Source: an optimization exercise on an open RTL-to-GDS flow (aim: small area, a short achievable clock period and few clock cycles). Production flows keep margins and buffers that such runs may drop. At most, simulation tests tie the RTL to the original design; equivalence was not proved. Power figures rest on the tool's default switching activity, not on a simulated workload.

// mat_trans
module mat_trans (
    input clk,
    input rstn,
    input in_req,
    input in_vld,
    input out_ack,
    input wire [31:0] in_data,
    output in_ack,
    output reg out_req,
    output reg out_vld,
    output reg [31:0] out_data
);
Size in the first run: about 5,200 cells after synthesis, about 2,200 flip-flops.
make LEC_CHECK=0 ABC_CLOCK_PERIOD_IN_PS=2500 CAP_MARGIN=20 CORE_MARGIN=2 CORE_UTILIZATION=65 CTS_CLUSTER_DIAMETER=80 CTS_CLUSTER_SIZE=30 PLACE_DENSITY=0.75 SETUP_SLACK_MARGIN=4.0 SLEW_MARGIN=20 finish   # period 6.0 ns
run.sh (not shown) runs the stock make flow with config.mk's settings and CLKGATE_MAP_FILE= SYNTH_SCRIPT=/design/flow/synth_recipe.tcl, a recipe that flattens the netlist after the stock synthesis.
The baseline completed without violations.
Testbench counts at the start, summed over its fixed seeds: cycles 21,800.
==> next run, changes <==
Settings changed: ABC_CLOCK_PERIOD_IN_PS 2500 to 1500, CORE_UTILIZATION 65 to 72, PLACE_DENSITY 0.75 to 0.82.
- The changed run completed with no timing, DRC or antenna violations
- via count goes up by 3.3%
- power goes up by 0.64%
- worst setup slack improves by 0.0045 ns
- combinational power stays flat
- cell count goes down by 2.1%
- clock-buffer cell count goes down by 1
- design area goes down by about 0.5%
- utilization goes up by 7.4 points
- global-route usage goes up by 3.5 points
- sequential share of layout area goes up by 0.32 points
==> next run, changes <==
Settings changed: ABC_CLOCK_PERIOD_IN_PS 1500 to 2000, CORE_UTILIZATION 72 to 68, PLACE_DENSITY 0.82 to 0.8, SETUP_SLACK_MARGIN 4.0 to 3.8.
Sequential cell count is unchanged.
Combinational power decreases by about 8%.
Setup slack gains 0.058 ns.
Fmax increases by 2.4%.
Design area decreases by about 1.2%.
Synthesized area is unchanged.
Final cell count decreases by 0.33%.
Routed wire length decreases by 9.0%.
Clock power stays flat.
Core utilization decreases by 5.1 points.
Via count decreases by 3.5%.
==> next run, changes <==
Settings changed: ABC_CLOCK_PERIOD_IN_PS 2000 to 2500, CORE_UTILIZATION 68 to 65, CTS_CLUSTER_SIZE 30 to 25, PLACE_DENSITY 0.8 to 0.75, SETUP_SLACK_MARGIN 3.8 to 3.5.
The new run produced a clean layout.
Fmax drops by about 6%.
Synthesized area is unchanged.
Routed wire length drops by about 6%.
Cell area stays flat.
Total power drops by about 0.44%.
Utilization drops by 3.5 points.
First-iteration DRC count drops by about 22%.

---

Another version of the RTL of mat_trans (not shown whole).
For scale: about 5200 cells after synthesis, ~2200 flip-flops, roughly 72 I/O pins.
make LEC_CHECK=0 ABC_CLOCK_PERIOD_IN_PS=2000 CAP_MARGIN=10 CORE_MARGIN=2 CORE_UTILIZATION=70 CTS_CLUSTER_DIAMETER=75 CTS_CLUSTER_SIZE=28 PLACE_DENSITY=0.8 SETUP_SLACK_MARGIN=3.8 SLEW_MARGIN=10 finish   # period 6.0 ns
Testbench counts at the start, summed over its fixed seeds: cycles 21,960.
Then changed:
CAP_MARGIN = 20   (was 10)
CTS_CLUSTER_DIAMETER = 80   (was 75)
CTS_CLUSTER_SIZE = 30   (was 28)
SLEW_MARGIN = 20   (was 10)
- synthesized cell count is unchanged
- via count falls by 0.54%
- final area hardly moves
- routed wire length falls by 0.54%
- synthesized area does not change
- sequential cell count is unchanged
- sequential power barely changes
- die area is unchanged
- sequential share of layout area rises by 0.12 points
- combinational power barely changes
Then changed:
CAP_MARGIN = 5   (was 20)
CORE_UTILIZATION = 68   (was 70)
SLEW_MARGIN = 5   (was 20)
=> Cell count came out higher by 0.51%; register-to-register slack improved by 0.14 ns; non-clock buffer count came out higher by 7; routed wire length came out lower by 2.8%; worst setup slack got worse by 0.032 ns; clock skew came out lower by 0.0073 ns.
Then changed:
CAP_MARGIN = 20   (was 5)
CORE_UTILIZATION = 71   (was 68)
PLACE_DENSITY = 0.81   (was 0.8)
SETUP_SLACK_MARGIN = 3.9   (was 3.8)
SLEW_MARGIN = 20   (was 5)
After rerunning: Synthesized cell count is unchanged; worst setup slack degrades by 0.027 ns; non-clock buffer count increases by 22; global-route usage grows by 3.5 points; sequential share of layout area is lower by 0.54 points; clock-buffer cell count does not change; sequential power barely changes; final area rises by 0.82%; wire length is higher by 10%; total power goes up by 2.1%; maximum frequency shrinks by 1.1%.
Then changed:
CORE_UTILIZATION = 68   (was 71)
PLACE_DENSITY = 0.8   (was 0.81)
SETUP_SLACK_MARGIN = 3.8   (was 3.9)
=> The new run produced a clean layout. Routed wire length drops by 9.5%. Synthesized area stays the same. First-iteration DRC count drops by 17%. Combinational power drops by about 7%. Non-clock buffer count drops by 21. Total power drops by about 2%. Register-to-register slack gets worse by 0.05 ns. Core utilization drops by 3.5 points. Global-route usage drops by 3.4 points. Count of clock-buffer cells in the layout is unchanged.

---

Setup of old:
mat_trans, a different RTL version from the one above (not shown whole).
Size in the first run: ~2500 cells after synthesis, roughly 0.066 sq mm of cells after synthesis.
make LEC_CHECK=0 ABC_CLOCK_PERIOD_IN_PS=2500 CAP_MARGIN=20 CORE_MARGIN=2 CORE_UTILIZATION=65 PLACE_DENSITY=0.75 SETUP_SLACK_MARGIN=3.5 SLEW_MARGIN=20 finish   # period 6.0 ns
old: PASS, flow complete, no timing, DRC or antenna violations
## Diff of input files: new against old
Settings: changing PLACE_DENSITY from 0.75 to 0.85; changing CORE_UTILIZATION from 65 to 75; setting CTS_CLUSTER_SIZE to 30 for the first time.
--- outcome ---
TritonCTS buffer count (lower): new
The weighted congestion at the end of routability-driven global placement in new sits 2.9% above the value recorded for old.
Compared with old, in new initial standard-cell utilization of the core moved up, post-CTS resize count picked up an extra about 11%.
new | ERROR | clock tree synthesis (4_1_cts)
No functional check of the RTL was part of any run of this note.

---

mat_trans with an RTL version that a note above also has.
For scale: ~5,200 cells after synthesis, about 2,200 flip-flops, roughly 72 I/O pins, ~62,000 µm² of cells after synthesis.
==> flow/config.mk <==
export PLATFORM = sky130hd
export DESIGN_NAME = mat_trans
export DESIGN_NICKNAME = mat_trans
export VERILOG_FILES = /design/flow/design.v
export SDC_FILE = /design/flow/constraint.sdc
export NUM_CORES = 4
export LEC_CHECK = 0
export ABC_CLOCK_PERIOD_IN_PS = 2500
export CAP_MARGIN = 20
export CORE_MARGIN = 2
export CORE_UTILIZATION = 65
export CTS_CLUSTER_DIAMETER = 80
export CTS_CLUSTER_SIZE = 30
export PLACE_DENSITY = 0.75
export SETUP_SLACK_MARGIN = 3.6
export SLEW_MARGIN = 20
==> flow/constraint.sdc <==
create_clock -name core_clock -period 6.0 [get_ports {clk}]
set_input_delay 1.2000 -clock core_clock [delete_from_list [all_inputs] [get_ports {clk}]]
set_output_delay 1.2000 -clock core_clock [all_outputs]
set_load 0.01 [all_outputs]
Testbench counts at the start, summed over its fixed seeds: cycles 21,800.
Edit:
Settings changed: ABC_CLOCK_PERIOD_IN_PS 2500 to 2000, CORE_UTILIZATION 65 to 68, CTS_CLUSTER_DIAMETER 80 to 70, CTS_CLUSTER_SIZE 30 to 36, PLACE_DENSITY 0.75 to 0.8, SETUP_SLACK_MARGIN 3.6 to 3.8.
Die area went down by 4.4%. Register-to-register slack gains 0.28 ns. Non-clock buffer count went down by 11. Fmax went up by 2.6%. Area after synthesis stays the same. Final area went up by 0.40%. Final cell count went down by 1.4%. Via count went up by 3.2%. Worst hold slack loses 0.0054 ns. Power went up by 1.3%.
Edit:
Settings changed: CAP_MARGIN 20 to 5, CTS_CLUSTER_DIAMETER 70 to 80, CTS_CLUSTER_SIZE 36 to 30, SLEW_MARGIN 20 to 5.
Effect: The new run ran to the end with no violations. Total power drops by about 0.44%. Wire length fell by 0.83%. Via count hardly moves. Maximum frequency went up by 0.75%. Clock skew fell by 0.0050 ns. Die area stays the same. Worst hold slack degrades by 0.0073 ns.

---

harbor:
mat_trans, a different RTL version from the one above (not shown whole).
Size: about 5,200 cells after synthesis, about 72 I/O pins, about 0.062 mm2 of cells after synthesis.
export LEC_CHECK = 0
export ABC_CLOCK_PERIOD_IN_PS = 2000
export CAP_MARGIN = 20
export CORE_MARGIN = 2
export CORE_UTILIZATION = 70
export CTS_CLUSTER_DIAMETER = 80
export CTS_CLUSTER_SIZE = 30
export PLACE_DENSITY = 0.8
export SETUP_SLACK_MARGIN = 3.8
export SLEW_MARGIN = 20
create_clock -name core_clock -period 6.0 [get_ports {clk}]
## Diff of input files: raven against harbor
Settings: CORE_UTILIZATION changed from 70 to 65; ABC_CLOCK_PERIOD_IN_PS changed from 2000 to 2500; SETUP_SLACK_MARGIN changed from 3.8 to 3.5; CTS_CLUSTER_SIZE changed from 30 to 25; PLACE_DENSITY changed from 0.8 to 0.75.
[summary]
- Comparing raven against harbor, there is no change at all in number of port buffers.
- Between harbor and raven, the flow reports placed cell area increasing slightly.
- in_vld as the launch point of the critical path was reported by raven, and out_req by harbor.
- Against harbor, first-iteration DRC count in raven fell by more than 10%.
- Against harbor, raven reports a register-to-register slack that is lower.
- Compared with harbor, in raven buffer count excluding the clock tree in the final layout now smaller; clock network power now larger; utilization now smaller.
- Compared with harbor, in raven total via count after detailed routing went down by 2.3%, final-layout non-clock buffer area share down 0.56 points, combinational share of power -1.1 points.
No run of this note included a check of the RTL's function; only the layout flow was run.

-- port drivers added, routing unchanged --
In the flow no input, the clock included, has a driving cell. The finished layouts below were timed again as built, in two steps. Step 1 sets driving cells, clkbuf_16 on the clock port and buf_2 on the other inputs (assumed; they add their load-dependent delay and slew). Step 2 also shifts input and output timing later by t, the mid clock arrival at the registers, as if the neighbouring blocks saw the same clock. Slacks: no drivers / after step 1 / after step 2; pairs: no drivers / after step 1.
run	t, ns	setup WS [ns]	hold slack, ns	worst register clock-pin slew, ns
the first run of note 1	0.758	3.521 / 3.448 / 3.306	0.431 / 0.431 / 0.431	0.11 / 0.11
the second run of note 1	0.740	3.525 / 3.453 / 3.351	0.426 / 0.426 / 0.426	0.11 / 0.11
the third run of note 1	0.736	3.583 / 3.514 / 3.181	0.431 / 0.431 / 0.431	0.12 / 0.12
the fourth run of note 1	0.763	3.422 / 3.352 / 2.801	0.429 / 0.429 / 0.429	0.10 / 0.10
the first run of note 2	0.726	3.602 / 3.537 / 3.105	0.428 / 0.428 / 0.428	0.11 / 0.11
the second run of note 2	0.722	3.609 / 3.546 / 3.092	0.439 / 0.439 / 0.439	0.12 / 0.12
the third run of note 2	0.732	3.577 / 3.507 / 3.175	0.431 / 0.431 / 0.431	0.11 / 0.11
the fourth run of note 2	0.734	3.550 / 3.480 / 3.225	0.438 / 0.438 / 0.438	0.12 / 0.12
the fifth run of note 2	0.738	3.572 / 3.502 / 3.184	0.429 / 0.429 / 0.429	0.11 / 0.11
old	0.831	3.315 / 3.335 / 2.504	0.401 / 0.401 / 0.401	0.08 / 0.08
the first run of note 4	0.748	3.502 / 3.502 / 2.940	0.439 / 0.439 / 0.439	0.11 / 0.11
the second run of note 4	0.745	3.565 / 3.496 / 3.176	0.433 / 0.433 / 0.433	0.12 / 0.12
the third run of note 4	0.737	3.584 / 3.514 / 3.179	0.426 / 0.426 / 0.426	0.12 / 0.12
harbor	0.732	3.568 / 3.500 / 3.056	0.439 / 0.439 / 0.439	0.11 / 0.11
raven	0.760	3.455 / 3.463 / 2.747	0.430 / 0.382 / 0.437	0.10 / 0.10
After both steps setup and hold are still met in every run listed. For old, which loses most, drivers alone change the setup slack by +0.020 ns; drivers and shift together by -0.811 ns.
